This is an optimization exercise on Yosys and OpenROAD, whose aim is small area and a short achievable clock period, not a production implementation. Function was checked by simulation only, so behaviour that the tests miss may differ from the original. Power is estimated from default activity; no workload was simulated.

==> flow/design.v (outline; a module is shown in full before it is edited, if it fits) <==
// module MUX: 10 lines
// module AddrAdder: 134 lines
// module AluAdder: 89 lines
// module MulAdder: 134 lines
// module SignExtend: 7 lines
// module ALU: 31 lines
// module Multiplier: 812 lines
// module FA: 4 lines
// module HA: 4 lines
// module Register_file: 43 lines
// module RegHold: 8 lines
// module ReadMux: 15 lines
// module AndOr3N: 7 lines
// module AndOr2N: 7 lines
// module ProgramCounter: 34 lines
// module Incrementer: 15 lines
// module Decrementer: 15 lines
// module RippleAdder1: 18 lines
// module ControlUnit: 33 lines
// module DatapathUnit: 75 lines
// module MIPS: 47 lines
module MIPS(
    input   wire                CLK,
    input   wire                reset,
    input   wire     [31:0]     Instr,
    input   wire     [31:0]     ReadData,
    output  wire     [31:0]     PC,
    output  wire     [31:0]     ALUResult,
    output  wire     [31:0]     WriteData,
    output  wire                MemWrite
);
  // ...
==> flow/run.sh <==
#!/bin/bash
# synth_recipe.tcl (not shown) runs the flow's synth.tcl, then flattens the netlist and writes it again
# the make line also repeats each setting of config.mk as NAME=value (left out here)
make -C /OpenROAD-flow-scripts/flow DESIGN_CONFIG=/design/flow/config.mk WORK_HOME=/design/flow/orfs CLKGATE_MAP_FILE= SYNTH_SCRIPT=/design/flow/synth_recipe.tcl finish
==> flow/config.mk <==
export PLATFORM = sky130hd
export DESIGN_NAME = MIPS
export DESIGN_NICKNAME = MIPS
export VERILOG_FILES = /design/flow/design.v
export SDC_FILE = /design/flow/constraint.sdc
export NUM_CORES = 4
export LEC_CHECK = 0
export CAP_MARGIN = 20
export CORE_MARGIN = 2
export CORE_UTILIZATION = 55
export PLACE_DENSITY = 0.7
export SLEW_MARGIN = 20
export SYNTH_HIERARCHICAL = 1
==> flow/constraint.sdc <==
create_clock -name core_clock -period 25.0 [get_ports {CLK}]
set_input_delay 5.0000 -clock core_clock [delete_from_list [all_inputs] [get_ports {CLK}]]
set_output_delay 5.0000 -clock core_clock [all_outputs]
set_load 0.01 [all_outputs]
==> flow_summary_export.csv, run 1 <==
group,metric,value,unit
run_status,status,"timing/DRC/antenna clean",
routing,highest_layer,"met5",
cts,cts_buffers,110,
worst_hold_path,min_from,"D1.M1.regfile[13][30]",
cts,cts.sink_count,1086,
cts,clk_latency,0.75,ns
layout,sh_seq_area,32.3,%
layout,layout.nets,7369,
sta,post-route-period-util,67.8,%
critical_path,crit_start,"Instr[22]",
layout,largest_reg_flops,1024,
die,die_h,336,um
pwr,combPwrFrac,10.5,%
layout,area_growth,12.8,%
cts,ctsResizeCount,0,
cts,hold_buffers,0,
sta,relSlewSlack,12.2,%
cts,clock_path_buffers,3,
synthesis,syn_avg_cell_area,9.13,um^2
critical_path,cp_cell_sequence,"clkdlybuf4s50_1 > nor2b_1 > and3_2 > a222oi_1 > nand4_1 > or3_2 > buf_4 > ha_1 > inv_1 > fa_1 > nand2b_1 > a211oi_1 > o211ai_2 > a21oi_2 > o41ai_1 > xnor2_1 > clkdlybuf4s50_1",
layout,multiInputGateArea,0.0371,mm^2
synthesis,syn_inst,6641,
critical_path,slowest_delay,1.08,ns
pwr,sw_frac_of_total,26.8,%
die,num_rows,121,
cts,cts_tree,"done",
critical_path,r2r-end,"D1.M1.regfile[16][31]",
grt,met1_usage,53.2,%
layout,postLayoutCellArea,0.0684,mm^2
synthesis,yosys-top-cells-area,"dfxtp_1, a222oi_1, o21ai_1",
place,place_ws,8.40,ns
place,hpwl,154000,um
place,dp.cells,8240,
grt,antenna_found_initial,2,
grt,grt_pass1_wl,357000,um
pwr,power_switching,1.09,mW
routing,drtIter0Drc,11000,
pwr,internal-power,2.99,mW
worst_hold_path,min_path_cells,2,
critical_path,critPathRequiredTime,20.00,ns
cts,cts_root_buf,"clkbuf_16",
place,gp_congestion,0.985,
worst_hold_path,min_path_type,"reg2reg",
critical_path,crit_type,"in2out",
==> inputs of run 2 (changes only) <==
--- a/flow/config.mk
+++ b/flow/config.mk
@@ -8,6 +8,7 @@
 export CAP_MARGIN = 20
 export CORE_MARGIN = 2
 export CORE_UTILIZATION = 55
+export CTS_BUF_LIST = sky130_fd_sc_hd__clkbuf_4 sky130_fd_sc_hd__clkbuf_8
 export PLACE_DENSITY = 0.7
 export SLEW_MARGIN = 20
 export SYNTH_HIERARCHICAL = 1
==> run 2 against run 1 <==
Compared with the run above: final area fell by 0.17%; synthesized area did not move; critical path depth did not move; largest power group unchanged; highest routed layer unchanged.
==> flow_summary_export.csv, run 2 <==
group,metric,value,unit
job,drv_cap,0,
cts,cts.sink_count,1086,
pwr,powerDensity,58.4,mW/mm^2
routing,antenna_left,0,
layout,multiInputGateArea,0.0371,mm^2
critical_path,r2r-end,"D1.M1.regfile[0][31]",
grt,antenna_found_initial,14,
synthesis,synth_top_family_by_area,"compound AO/OA/AOI/OAI gates",
sta,rsz0062_at_grt,"no",
pwr,internal-power,2.90,mW
cts,hold_buffers,0,
layout,top_register,"D1.M1.regfile",
layout,drive_gt1_share,10.0,%
layout,final_common_cell,"nand2_1",
sta,post-route-period-util,68.0,%
routing,drtIter0Drc,11000,
critical_path,slowest_delay,1.09,ns
pwr,combPwrFrac,10.7,%
pwr,power,3.99,mW
routing,wl,243000,um
grt,grtUsageTotal,42.1,%
critical_path,crit_path_frequent_cell,"clkdlybuf4s50_1",
place,gp_congestion,0.985,
grt,grt_max_degree,65,
routing,wl_per_cell,28.4,um
cts,clk_latency,0.89,ns
synthesis,syn_avg_cell_area,9.13,um^2
sta,relSlewSlack,14.3,%
layout,reg_top3,"D1.M1.regfile: 1024 flops, D1.M1.valid: 32 flops, D1.PC1.PCW: 30 flops",
sta,period_minus_slack,17.01,ns
synthesis,synthFlopType,"dfxtp_1",
critical_path,startpoint_type,"primary input",
layout,fillers,9461,
synthesis,synth_top_area_share,33.8,%
layout,area_growth,12.6,%
critical_path,end_kind,"primary output",
grt,grt-ovfl-total,0,
sta,setup_viol,0,
pwr,clkPwrFrac,41.0,%
critical_path,critPathRequiredTime,20.00,ns
layout,most-common-layout-cells,"nand2_1, o21ai_1, dfxtp_1",
critical_path,crit_arrival,12.01,ns
routing,num_vias,59500,
critical_path,crit_type,"in2out",
critical_path,cp_max_fo,37,
synthesis,synth_seq_area_share,36.4,%
sta,tightest_slew,1.27,ns
synthesis,synth_top_cell_by_area,"dfxtp_1",
routing,drt_pass1_iterations,13,
sta,fin_worst_skew,0.0749,ns
worst_hold_path,min_path_cells,2,
die,initial_core_util,55.5,%
cts,cts_tree,"done",
synthesis,synthAdderAreaFrac,11.7,%
worst_hold_path,min_from,"D1.M1.regfile[22][16]",
synthesis,synth.distinct_cells,98,
grt,grt_pass1_wl,357000,um
synthesis,synth_compound_area_share,27.4,%
sta,timing.setup.tns,0,ns
synthesis,syn_inst,6641,
layout,layout.nets,7434,
synthesis,synth_warnings,10,
routing,via_per_inst,6.95,
grt,grt_pass1_vias,55700,
cts,clock_path_buffers,3,
sta,max_freq,58.8,MHz
critical_path,critPathTopFamily,"simple AND/OR/NAND/NOR gates",
place,io_buffers,160,
worst_hold_path,hold_end,"D1.M1.regfile[22][16]",
synthesis,synth-simple-area-share,14.7,%
cts,cts_buffers,176,
layout,largest_reg_flops,1024,
critical_path,critical_path_depth,17,
cts,cts_root_buf,"clkbuf_8",
cts,post_cts_buffers,0,
synthesis,synthXorXnorAreaFrac,5.66,%
synthesis,ys_top_cells_by_count,"nand2_1, o21ai_1, dfxtp_1",
die,core_area,0.109,mm^2
synthesis,async_reset_ff_share,5.71,%
synthesis,synth_seq_cells,1086,
die,die_h,336,um
routing,drcViolationCount,0,
synthesis,yosys-top-cells-area,"dfxtp_1, a222oi_1, o21ai_1",
die,dieArea,0.113,mm^2
pwr,p_leak,26.5,nW
sta,slew_violations,0,
cts,cts.reportedPaths.clkPinSlew,0.06,ns
synthesis,muxShareOfSynthArea,1.35,%
cts,ctsResizeCount,0,
cts,cts_max_level,4,
pwr,p_seq_share,48.3,%
run_status,status,"timing/DRC/antenna clean",
pwr,power_switching,1.09,mW
pwr,sw_frac_of_total,27.3,%
die,num_rows,121,
pwr,irDropWorstVdd,0.0463,mV
die,chipWidth,336,um
synthesis,netlist_area,0.0606,mm^2
critical_path,r2r_cells,31,
layout,seq_area,0.0221,mm^2
worst_hold_path,min_path_type,"reg2reg",
critical_path,cp_cell_sequence,"clkdlybuf4s50_1 > nor2b_1 > and3_2 > a222oi_1 > nand4_1 > or3_2 > buf_4 > ha_1 > inv_1 > fa_1 > nand2b_1 > a211oi_1 > o211ai_2 > a21oi_2 > o41ai_1 > xnor2_1 > clkdlybuf4s50_1",
critical_path,path_buf_inv,4,
layout,fin_util,62.5,%
sta,hold_viol,0,
die,io_pins,163,
place,hpwl,154000,um
synthesis,synth-edff-count,0,
critical_path,r2r_start,"D1.M1.valid[22]",
critical_path,ff2ff_setup_slack,14.86,ns
synthesis,synthMostInstantiatedCell,"nand2_1",
critical_path,cp_slowest_cell,"and3_2",
## run 2: per-stage QoR
step	hold slack [ns]	setup slack (ns)	std cells	area, um^2
global route	0.478	8.08	8558	68200
finish	0.463	7.99	8560	68200
detailed placement	0.454	8.40	8240	64500
CTS	0.462	8.39	8555	68200
floorplan	0.433	10.94	6642	60600
global placement	0.443	8.38	8240	64500
## run 2: cell families (layout without fill, tap and decap cells)
kind of cell | Yosys count | after routing
AOI/OAI and AO/OA | 2338 | 2338
and+or+nand+nor | 1962 | 1962
DFF | 1086 | 1086
adders and majority gates | 425 | 425
xor gates and xnor gates | 382 | 382
buffers and inverters | 368 | 806
muxes | 78 | 78
other | 2 | 7
## run 2: final cells by class
class	count	share of cell area (%)
Antenna cell	4	0.0147
Clock buffer	276	5.03
Clock inverter	39	0.438
Inverter	153	0.842
Multi-Input combinational cell	5188	54.4
Sequential cell	1086	32.3
Tap cell	1476	2.71
Timing Repair Buffer	338	4.31
## run 2: worst max path at each step
stage	start	endpoint	slack, ns
finish	Instr[22]	ALUResult[26]	7.99
global route	Instr[22]	ALUResult[26]	8.08
CTS	Instr[22]	ALUResult[26]	8.39
detailed placement	Instr[22]	ALUResult[26]	8.40
global placement	Instr[22]	ALUResult[26]	8.38
floorplan	Instr[22]	ALUResult[25]	10.94
## run 2: power groups by stage
stage | Combinational (mW) | Clock, mW | Sequential, mW
6_report | 0.428 | 1.63 | 1.93
5_1_grt | 0.474 | 1.71 | 1.94
4_1_cts | 0.423 | 1.63 | 1.92
3_5_place_dp | 0.422 | 0 | 1.96
3_3_place_gp | 0.402 | 0 | 1.96
2_1_floorplan | 0.248 | 0 | 1.95
## run 2: tightest hold or removal path, delay by kind of cell (launching register included)
family / cells / cell delay, ns
DFF: 1 / 0.32
and+or+nand+nor: 1 / 0.05
AOI/OAI and AO/OA: 1 / 0.05
## run 2: per-module statistics from Yosys, one instance, submodules excluded, excerpt
module,area (um^2),copies in the design,flops+latches,cells inside
ReadMux,23.8,64,0,4
ALU,1020,1,0,177
AndOr3N,10.0,640,0,1
SignExtend,240,1,0,32
AndOr2N,12.5,64,0,1
RegHold,8.76,1024,0,2
## run 2: metal layers
metal | wire length, um | vias up | GRT usage (%) | part of all wire [%]
li1 | - | 26300 | - | -
met1 | 89500 | 27700 | 53.7 | 37
met2 | 99300 | 4434 | 60.6 | 41
met4 | 18400 | 14 | 28.2 | 7.6
met5 | 94 | - | 0 | 0.039
met3 | 35900 | 1009 | 13.8 | 15
==> inputs of run 3 (changes only) <==
==> flow/flow/run.sh (new file) <==
#!/bin/bash
# The standard layout (the standard.sh, unchanged synthesis), with timing
# repair aiming for a setup slack margin so the achieved period drops below
# the (loose) clock period. Each tool's log is under orfs/logs/; this script's
# own output goes to run.log.
set -euo pipefail
MARGIN=$(cat flow/margin.txt)
bash standard.sh SETUP_SLACK_MARGIN=$MARGIN finish > run.log 2>&1
==> flow/flow/margin.txt (new file) <==
10
==> flow/standard.sh (new file) <==
#!/bin/bash
# synth_recipe.tcl (not shown) runs the flow's synth.tcl, then flattens the netlist and writes it again
# the make line also repeats each setting of config.mk as NAME=value (left out here)
make -C /OpenROAD-flow-scripts/flow DESIGN_CONFIG=/design/flow/config.mk WORK_HOME=/design/flow/orfs CLKGATE_MAP_FILE= SYNTH_SCRIPT=/design/flow/synth_recipe.tcl "${@:-finish}"
removed: flow/run.sh
==> run 3 against run 2 <==
Compared with the run above: highest routed layer unchanged; still clean; via count up 0.75%; combinational power up 1%; synthesized area unchanged.
==> flow_summary_export.csv, run 3 <==
group,metric,value,unit
place,gp_congestion,0.985,
layout,fin_util,63.2,%
layout,drive_gt1_share,11.1,%
synthesis,synthMostInstantiatedCell,"nand2_1",
cts,cts.reportedPaths.clkPinSlew,0.06,ns
sta,timing.setup.tns,0,ns
layout,most-common-layout-cells,"nand2_1, o21ai_1, dfxtp_1",
synthesis,netlist_area,0.0606,mm^2
die,initial_core_util,55.5,%
routing,wl,246000,um
cts,cts_tree,"done",
pwr,power,4.00,mW
cts,cts_root_buf,"clkbuf_8",
synthesis,synth_top_cell_by_area,"dfxtp_1",
critical_path,r2r_cells,30,
routing,via_per_inst,6.98,
critical_path,cp_max_fo,32,
pwr,p_leak,26.6,nW
synthesis,syn_inst,6641,
synthesis,ys_top_cells_by_count,"nand2_1, o21ai_1, dfxtp_1",
synthesis,synth_warnings,10,
cts,clk_latency,0.89,ns
layout,area_growth,13.8,%
pwr,power_switching,1.09,mW
sta,setup_viol,0,
sta,holdWs,0.462,ns
worst_hold_path,hold_end,"D1.M1.regfile[19][7]",
critical_path,crit_arrival,10.05,ns
synthesis,synthFlopType,"dfxtp_1",
sta,hold_viol,0,
synthesis,synth_seq_cells,1086,
synthesis,yosys-top-cells-area,"dfxtp_1, a222oi_1, o21ai_1",
die,num_rows,121,
cts,cts.sink_count,1086,
routing,antenna_left,0,
critical_path,crit_type,"in2out",
layout,top_register,"D1.M1.regfile",
sta,post-route-period-util,60.2,%
sta,tightest_slew,1.25,ns
routing,drtIter0Drc,11500,
pwr,combPwrFrac,10.9,%
die,io_pins,163,
critical_path,end_kind,"primary output",
cts,hold_buffers,0,
cts,clock_path_buffers,3,
synthesis,synth_top_area_share,33.8,%
pwr,irDropWorstVdd,0.0462,mV
critical_path,critPathRequiredTime,20.00,ns
place,hpwl,154000,um
job,drv_cap,0,
worst_hold_path,min_path_type,"reg2reg",
pwr,clkPwrFrac,40.9,%
routing,drcViolationCount,0,
grt,grtUsageTotal,42.6,%
sta,relSlewSlack,15.6,%
worst_hold_path,min_path_cells,2,
sta,rsz0062_at_grt,"yes",
critical_path,startpoint_type,"primary input",
die,dieArea,0.113,mm^2
synthesis,synth-edff-count,0,
pwr,internal-power,2.90,mW
cts,cts_buffers,176,
sta,period_minus_slack,15.05,ns
die,die_h,336,um
pwr,p_seq_share,48.3,%
routing,wl_per_cell,28.7,um
critical_path,ff2ff_setup_slack,15.06,ns
synthesis,synth.distinct_cells,98,
pwr,sw_frac_of_total,27.3,%
run_status,status,"timing/DRC/antenna clean",
cts,cts_max_level,4,
synthesis,async_reset_ff_share,5.71,%
worst_hold_path,min_from,"D1.M1.regfile[19][7]",
die,chipWidth,336,um
layout,reg_top3,"D1.M1.regfile: 1024 flops, D1.M1.valid: 32 flops, D1.PC1.PCW: 30 flops",
grt,grt_pass1_wl,360000,um
die,core_area,0.109,mm^2
grt,grt_pass1_vias,55900,
routing,num_vias,60000,
synthesis,syn_avg_cell_area,9.13,um^2
layout,largest_reg_flops,1024,
pwr,powerDensity,58.0,mW/mm^2
critical_path,r2r-end,"D1.M1.regfile[0][31]",
layout,layout.cells.non_filler,8593,
synthesis,synth_seq_area_share,36.4,%
layout,layout.nets,7462,
grt,grt-ovfl-total,0,
critical_path,r2r_start,"D1.M1.valid[6]",
place,dp.cells,8240,
place,io_buffers,160,
sta,max_freq,66.5,MHz
grt,antenna_found_initial,9,
grt,grt_max_degree,65,
sta,slew_violations,0,
routing,drt_pass1_iterations,14,
layout,final_common_cell,"nand2_1",
sta,fin_worst_skew,0.0681,ns
run 3: power by group through the flow:
stage	registers (mW)	logic [mW]	clock network, mW
floorplan	1.95	0.248	0
global placement	1.96	0.402	0
detailed placement	1.96	0.422	0
CTS	1.93	0.426	1.63
global route	1.94	0.480	1.71
finish	1.93	0.434	1.63
run 3: final cells by class:
| class | instances | area [um^2] |
|---|---|---|
| Antenna cell | 9 | 22.5 |
| Tap cell | 1476 | 1850 |
| Clock buffer | 276 | 3430 |
| Multi-Input combinational cell | 5192 | 37500 |
| Inverter | 153 | 577 |
| Fill cell | 9370 | 40200 |
| Sequential cell | 1086 | 22100 |
| Timing Repair Buffer | 362 | 3270 |
| Clock inverter | 39 | 299 |
run 3: kinds of logic after synthesis:
family                   after synthesis  share of synthesized area, %
flip-flops                          1086                          36.4
adder cells (fa/ha/maj)              425                          11.7
XOR/XNOR                             382                          5.66
other                                  2                        0.0124
AO/OA/AOI/OAI                       2338                          27.4
buffers and inverters                368                          2.74
multiplexers                          78                          1.35
AND/OR/NAND/NOR                     1962                          14.7
run 3: how the worst max path moves through the flow:
stage,startpoint,to,cells after the start
4_1_cts,Instr[22],ALUResult[26],16
5_1_grt,Instr[17],D1.M1.regfile[22][31],32
3_3_place_gp,Instr[22],ALUResult[26],17
6_report,Instr[25],ALUResult[26],16
2_1_floorplan,Instr[22],ALUResult[25],14
3_5_place_dp,Instr[22],ALUResult[26],17
run 3: routing by layer:
metal  up-vias  GRT usage [%]  part of all wire (%)
li1      26400              -                     -
met1     28000           53.5                    36
met2      4528           61.1                    41
met3      1020           14.9                    15
met4         6           29.1                   7.8
met5         -              0                 0.014
run 3: critical path, cell delays in order:
cell and delay (ns):
clkbuf_4 0.21, and3b_2 0.29, and3_1 0.22, buf_8 0.22
a222oi_1 0.38, nand4_1 0.48, or3_1 0.49, buf_4 0.27
ha_2 0.39, a21o_1 0.22, a221oi_4 0.34, a22oi_4 0.15
o41ai_4 0.39, xnor2_2 0.16, buf_4 0.20, clkdlybuf4s50_1 0.58
run 3: Yosys stat by module, one instance, submodules excluded, a selection:
module,cells inside,copies in the design,flip-flops and latches
AddrAdder,201,1,0
AndOr2N,1,64,0
AndOr3N,1,640,0
Multiplier,841,1,0
ProgramCounter,173,1,30
RegHold,2,1024,0
Register_file,1266,1,1056
run 3: what timing repair did:
action,CTS,global route
setup buffers,9,15
pin swaps,16,30
cloned,3,1
gates resized for setup,85,79
setup endpoints to repair,30,117
run 3: stage by stage:
step           setup WS (ns)  instance area, um^2
2_1_floorplan          10.94                60600
3_3_place_gp            8.38                64500
3_5_place_dp            8.40                64500
4_1_cts                 9.95                68600
5_1_grt                 9.93                68900
6_report                9.95                68900
==> module Register_file, before the edit <==
module Register_file(
    output  wire    [31 : 0] RD1,
    output  wire    [31 : 0] RD2,
    input   wire    [31 : 0] WD3,
    input   wire    [ 4 : 0] A1,
    input   wire    [ 4 : 0] A2,
    input   wire    [ 4 : 0] A3,
    input   wire             CLK,
    input   wire             WE3,
    input   wire             reset
);
    reg     [31:0]      regfile [31:0];
    reg     [31:0]      valid;
    wire    [31:0]      sel1, sel2, wen;
    wire    [31:0]      wdn = ~WD3;
    genvar i, j;
    generate
        for (i = 0; i < 32; i = i + 1) begin : r
            wire [31:0] d;
            assign wen[i]  = WE3 & (A3 == i);
            assign sel1[i] = valid[i] & (A1 == i);
            assign sel2[i] = valid[i] & (A2 == i);
            for (j = 0; j < 32; j = j + 1) begin : h
                RegHold h (.q(regfile[i][j]), .enn(~wen[i]), .wdn(wdn[j]), .d(d[j]));
            end
            always @(posedge CLK)
                regfile[i] <= d;
            always @(posedge CLK, negedge reset)
                if (~reset)
                    valid[i] <= 1'b0;
                else if (wen[i])
                    valid[i] <= 1'b1;
        end
        for (j = 0; j < 32; j = j + 1) begin : b
            wire [31:0] col;
            for (i = 0; i < 32; i = i + 1) begin : c
                assign col[i] = regfile[i][j];
            end
            ReadMux m1 (.d(col), .s(sel1), .y(RD1[j]));
            ReadMux m2 (.d(col), .s(sel2), .y(RD2[j]));
        end
    endgenerate
endmodule
==> module DatapathUnit, before the edit <==
module DatapathUnit (
    input   wire            CLK,
    input   wire            reset,
    input   wire    [31:0]  Instr,
    input   wire            Jmp,
    input   wire            Branch,
    input   wire            MemtoReg,
    input   wire            RegDst,
    input   wire            RegWrite,
    input   wire            RType,
    input   wire    [ 4:0]  ROp,
    input   wire    [31:0]  ReadData,
    output  wire    [31:0]  PC,
    output  wire    [31:0]  ALUResult,
    output  wire    [31:0]  WriteData
);
    wire    [31:0]  RD1;
    wire    [31:0]  RD2;
    wire    [31:0]  WD3;
    wire    [ 4:0]  A3;
    wire    [31:0]  SignImm;
    wire    [31:0]  RResult;
    wire    [31:0]  Product;
    wire    [31:0]  OtherResult;
    Register_file M1
    (
        .RD1(RD1),
        .RD2(RD2),
        .WD3(WD3),
        .A1(Instr[25:21]),
        .A2(Instr[20:16]),
        .A3(A3),
        .CLK(CLK),
        .WE3(RegWrite),
        .reset(reset)
    );
    MUX #(.WIDTH(5)) wReg_MUX
    (
        .In1(Instr[20:16]),
        .In2(Instr[15:11]),
        .sel(RegDst),
        .Out(A3)
    );
    SignExtend S1
    (
        .Inst(Instr[15:0]),
        .SignImm(SignImm)
    );
    AddrAdder ADDR
    (
        .a(RD1),
        .b(SignImm),
        .s(ALUResult)
    );
    assign WriteData = RD2;
    ALU AL1
    (
        .SrcA(RD1),
        .SrcB(RD2),
        .ROp(ROp),
        .ALUResult(RResult),
        .Product(Product)
    );
    assign OtherResult = MemtoReg ? ReadData : (RType ? RResult : ALUResult);
    assign WD3 = (RType & ROp[4]) ? Product : OtherResult;
    ProgramCounter PC1
    (
        .CLK(CLK),
        .reset(reset),
        .Taken(Branch & (RD1 == RD2)),
        .Jmp(Jmp),
        .Instr(Instr),
        .PC(PC)
    );
endmodule
==> inputs of run 4 (changes only) <==
--- a/flow/design.v
+++ b/flow/design.v
@@ -1226,7 +1226,7 @@
 module Register_file(
     output  wire    [31 : 0] RD1,
     output  wire    [31 : 0] RD2,
-    input   wire    [31 : 0] WD3,
+    input   wire    [31 : 0] WD3N,      
     input   wire    [ 4 : 0] A1,
     input   wire    [ 4 : 0] A2,
     input   wire    [ 4 : 0] A3,
@@ -1237,7 +1237,7 @@
     reg     [31:0]      regfile [31:0];
     reg     [31:0]      valid;
     wire    [31:0]      sel1, sel2, wen;
-    wire    [31:0]      wdn = ~WD3;
+    wire    [31:0]      wdn = WD3N;
     genvar i, j;
     generate
         for (i = 0; i < 32; i = i + 1) begin : r
@@ -1436,7 +1436,7 @@
 );
     wire    [31:0]  RD1;
     wire    [31:0]  RD2;
-    wire    [31:0]  WD3;
+    wire    [31:0]  WD3N;
     wire    [ 4:0]  A3;
     wire    [31:0]  SignImm;
     wire    [31:0]  RResult;
@@ -1446,7 +1446,7 @@
     (
         .RD1(RD1),
         .RD2(RD2),
-        .WD3(WD3),
+        .WD3N(WD3N),
         .A1(Instr[25:21]),
         .A2(Instr[20:16]),
         .A3(A3),
@@ -1482,7 +1482,7 @@
         .Product(Product)
     );
     assign OtherResult = MemtoReg ? ReadData : (RType ? RResult : ALUResult);
-    assign WD3 = (RType & ROp[4]) ? Product : OtherResult;
+    assign WD3N = ~((RType & ROp[4]) ? Product : OtherResult);
     ProgramCounter PC1
     (
         .CLK(CLK),
==> flow/flow/run.sh (replaced) <==
#!/bin/bash
# The standard layout (the standard.sh, unchanged synthesis), with timing
# repair aiming for a setup slack margin so the achieved period drops below
# the (loose) clock period, clock tree synthesis without dummy loads, and
# plain buf_2 cells (not delay cells) as the port buffers.
# Each tool's log is under orfs/logs/; this script's own output goes to run.log.
set -euo pipefail
MARGIN=$(cat flow/margin.txt)
bash standard.sh SETUP_SLACK_MARGIN=$MARGIN TNS_END_PERCENT=$(cat flow/tns.txt) \
  "CTS_ARGS=-sink_clustering_enable -repair_clock_nets -dont_use_dummy_load -buf_list {sky130_fd_sc_hd__clkbuf_4 sky130_fd_sc_hd__clkbuf_8}" \
  "BUFFER_PORTS_ARGS=-buffer_cell sky130_fd_sc_hd__buf_2" \
  finish > run.log 2>&1
==> flow/flow/margin.txt (replaced) <==
12
==> flow/flow/tns.txt (new file) <==
0
==> run 4 against run 3 <==
Compared with the run above: wire length rose by 6.9%; flip-flop and latch count did not move; still clean on timing, DRC and antenna; first-iteration DRC count rose by 8.8%; non-clock buffer count rose by 100; final area barely moved; critical path depth rose by 3; fmax rose by 4.1%; synthesized cell count fell by 1.0%; synthesized area fell by 0.19%; largest cell class unchanged; hold slack barely moved; via count rose by 3.0%; critical path type unchanged.
==> flow_summary_export.csv, run 4 <==
group,metric,value,unit
sta,slew_violations,0,
place,hpwl,156000,um
die,dieArea,0.113,mm^2
pwr,p_seq_share,53.3,%
synthesis,synth_seq_cells,1086,
sta,post-route-period-util,57.8,%
layout,top_register,"D1.M1.regfile",
layout,reg_top3,"D1.M1.regfile: 1024 flops, D1.M1.valid: 32 flops, D1.PC1.PCW: 30 flops",
layout,most-common-layout-cells,"nand2_1, o21ai_1, dfxtp_1",
synthesis,synth_top_cell_by_area,"dfxtp_1",
die,io_pins,163,
grt,grt_max_degree,74,
cts,hold_buffers,0,
layout,multiInputGateArea,0.0385,mm^2
routing,antenna_left,0,
cts,cts.reportedPaths.clkPinSlew,0.06,ns
pwr,internal-power,2.62,mW
cts,cts_max_level,4,
die,chipWidth,336,um
layout,seq_area,0.0221,mm^2
routing,wl_per_cell,31.1,um
synthesis,synth_seq_area_share,36.5,%
layout,area_growth,14.1,%
synthesis,yosys-top-cells-area,"dfxtp_1, a222oi_1, o21ai_1",
cts,cts_buffers,176,
cts,cts_tree,"done",
sta,hold_viol,0,
grt,grt-ovfl-total,0,
die,initial_core_util,55.5,%
routing,drcViolationCount,0,
synthesis,synth-edff-count,0,
synthesis,synth_warnings,10,
sta,relSlewSlack,23.9,%
synthesis,synthMostInstantiatedCell,"nand2_1",
sta,fin_worst_skew,0.134,ns
die,die_h,336,um
job,drv_cap,0,
synthesis,syn_avg_cell_area,9.20,um^2
routing,drt_pass1_iterations,14,
cts,cts.sink_count,1086,
sta,max_freq,69.2,MHz
critical_path,end_kind,"primary output",
pwr,clkPwrFrac,35.1,%
worst_hold_path,min_path_type,"reg2reg",
synthesis,async_reset_ff_share,5.71,%
place,io_buffers,160,
layout,layout.nets,7531,
critical_path,startpoint_type,"primary input",
die,num_rows,121,
die,core_area,0.109,mm^2
place,gp_congestion,0.966,
grt,antenna_found_initial,21,
run_status,status,"timing/DRC/antenna clean",
synthesis,syn_inst,6574,
synthesis,ys_top_cells_by_count,"nand2_1, o21ai_1, dfxtp_1",
pwr,combPwrFrac,11.7,%
sta,timing.setup.tns,0,ns
pwr,irDropWorstVdd,0.0401,mV
sta,tightest_slew,1.14,ns
routing,via_per_inst,7.29,
sta,rsz0062_at_grt,"yes",
layout,largest_reg_flops,1024,
pwr,p_leak,26.7,nW
layout,fillers,9216,
routing,drtIter0Drc,12500,
routing,wl,263000,um
pwr,power_switching,1.02,mW
synthesis,synth_top_area_share,33.9,%
grt,grtUsageTotal,45.3,%
cts,clock_path_buffers,3,
critical_path,crit_type,"in2out",
grt,grt_pass1_vias,56900,
grt,grt_pass1_wl,378000,um
synthesis,synthFlopType,"dfxtp_1",
pwr,powerDensity,52.7,mW/mm^2
critical_path,cp_max_fo,34,
cts,cts_root_buf,"clkbuf_8",
synthesis,netlist_area,0.0605,mm^2
critical_path,critPathRequiredTime,20.00,ns
critical_path,crit_arrival,9.45,ns
routing,num_vias,61800,
layout,drive_gt1_share,14.2,%
cts,clk_latency,0.92,ns
sta,setup_viol,0,
sta,period_minus_slack,14.45,ns
synthesis,synth.distinct_cells,99,
pwr,sw_frac_of_total,28.0,%
pwr,power,3.64,mW
layout,final_common_cell,"nand2_1",
==> run 4: cell types whose count changed in the layout (fill, tap and decap cells not counted), sizes merged, moves of 3 or more <==
cell           before  now
and3               77  106
clkinv             32    2
clkdlybuf4s50     149    0
a21oi              86   54
buf               206  456
bufbuf              0    4
mux2i              61   93
dlygate4sd2         3    0
inv               158  118
nor2               82   51
diode               9   17
xor2               68   72
xnor2             308  304
clkbuf            278  178
==> run 4: layer usage <==
metal,vias up,routed length [um],GRT usage [%]
met3,1376,43500,19.3
met2,5245,104000,63.4
met4,26,24100,34.1
met1,28700,91100,54.8
li1,26500,-,-
met5,-,414,2.78
==> run 4: cells by family after synthesis <==
group / count (synthesis) / synth area share [%]
AO/OA/AOI/OAI: 2305 / 27.1
XOR/XNOR: 382 / 5.67
adder cells (fa/ha/maj): 425 / 11.7
buffers and inverters: 331 / 2.61
flip-flops: 1086 / 36.5
multiplexers: 110 / 1.88
other: 2 / 0.0124
AND/OR/NAND/NOR: 1933 / 14.5
==> run 4: repair_timing <==
item | CTS | global route
endpoints found under the hold margin | 0 | 0
cloned | 40 | 2
setup buffers | 110 | 36
pin swaps | 121 | 20
resized for setup | 191 | 33
endpoints found under the setup margin | 567 | 652
==> run 4: worst paths after layout <==
check,from,end,slack [ns],cells after the start
max,Instr[25],ALUResult[27],10.55,19
min,D1.M1.regfile[16][9],D1.M1.regfile[16][9],0.46,2
max reg2reg,D1.M1.valid[12],D1.M1.regfile[24][30],14.76,24
min reg2reg,D1.M1.regfile[16][9],D1.M1.regfile[16][9],0.46,2
max in group asynchronous,reset,D1.M1.valid[13],20.05,2
min in group asynchronous,reset,D1.M1.valid[2],4.32,2
==> run 4: through the flow <==
| step | util [%] | cell area, um^2 | cells | setup slack, ns | hold slack, ns |
|---|---|---|---|---|---|
| 5_1_grt | 63.3 | 69000 | 8459 | 10.54 | 0.476 |
| 4_1_cts | 62.8 | 68400 | 8413 | 10.92 | 0.463 |
| 6_report | 63.3 | 69000 | 8469 | 10.55 | 0.462 |
| 3_5_place_dp | 58.5 | 63700 | 8087 | 9.57 | 0.452 |
| 3_3_place_gp | 58.4 | 63700 | 8086 | 9.65 | 0.447 |
| 2_1_floorplan | - | 60700 | 6575 | 11.71 | 0.433 |
==> run 4: per-module statistics from Yosys (local to each module, per instance), excerpt <==
| module | cell area [um^2] | flops+latches | cells inside |
|---|---|---|---|
| ALU | 1020 | 0 | 177 |
| AndOr2N | 12.5 | 0 | 1 |
| ProgramCounter | 1740 | 30 | 173 |
| AndOr3N | 10.0 | 0 | 1 |
| ControlUnit | 155 | 0 | 19 |
| Multiplier | 5910 | 0 | 841 |
==> run 4: cell type report <==
cell class | count | area share [%]
Sequential cell | 1086 | 32.0
Clock buffer | 176 | 3.51
Antenna cell | 17 | 0.0617
Timing Repair Buffer | 462 | 5.44
Inverter | 120 | 0.656
Tap cell | 1414 | 2.56
Multi-Input combinational cell | 5194 | 55.8
==> run 4: power by group through the flow <==
stage	clock [mW]	sequential, mW	combinational (mW)
final	1.28	1.94	0.425
after global routing	1.35	1.95	0.467
after CTS	1.27	1.93	0.412
after detailed placement	0	1.96	0.394
after global placement	0	1.96	0.375
after floorplan	0	1.95	0.248
==> run 4: critical path, stage by stage <==
cell	delay, ns
buf_12	0.13
nor3b_4	0.18
buf_6	0.12
buf_4	0.15
and3_4	0.26
a222oi_1	0.36
nand4_1	0.46
or3_4	0.54
buf_12	0.18
ha_4	0.32
o211ai_1	0.13
a211oi_2	0.35
o211ai_4	0.13
buf_12	0.17
a21oi_4	0.25
buf_4	0.17
o21a_1	0.14
o2111ai_1	0.17
buf_2	0.18

-- afterwards: timing with drivers on the ports --
In the flow no input, the clock included, has a driving cell. The finished layouts below were timed again as built, in two steps. Step 1, drivers: a clkbuf_16 drives CLK and a buf_2 each remaining input, both assumed. Step 2 adds t to the input delays and takes it off the output delays; t is the mean of the earliest and latest rising clock arrival at the registers after step 1. Input paths then give back, and output paths get back, about the clock's delay inside the block. Slacks: ideal ports / drivers / drivers and shift; pairs: ideal ports / drivers.
| run | shift t [ns] | setup slack, ns | worst setup path at the end | worst register clock-pin slew, ns |
|---|---|---|---|---|
| run 1 | 0.762 | 8.052 / 8.029 / 8.029 | input to output | 0.07 / 0.07 |
| run 2 | 0.925 | 7.994 / 7.971 / 7.971 | input to output | 0.08 / 0.08 |
| run 3 | 0.925 | 9.952 / 9.930 / 9.226 | input to register | 0.07 / 0.07 |
| run 4 | 0.927 | 10.549 / 10.502 / 9.713 | input to register | 0.07 / 0.07 |
After both steps setup and hold are still met in every run listed. The setup slack of run 4, which loses most, moves by -0.047 ns with the drivers and by -0.836 ns with both steps.
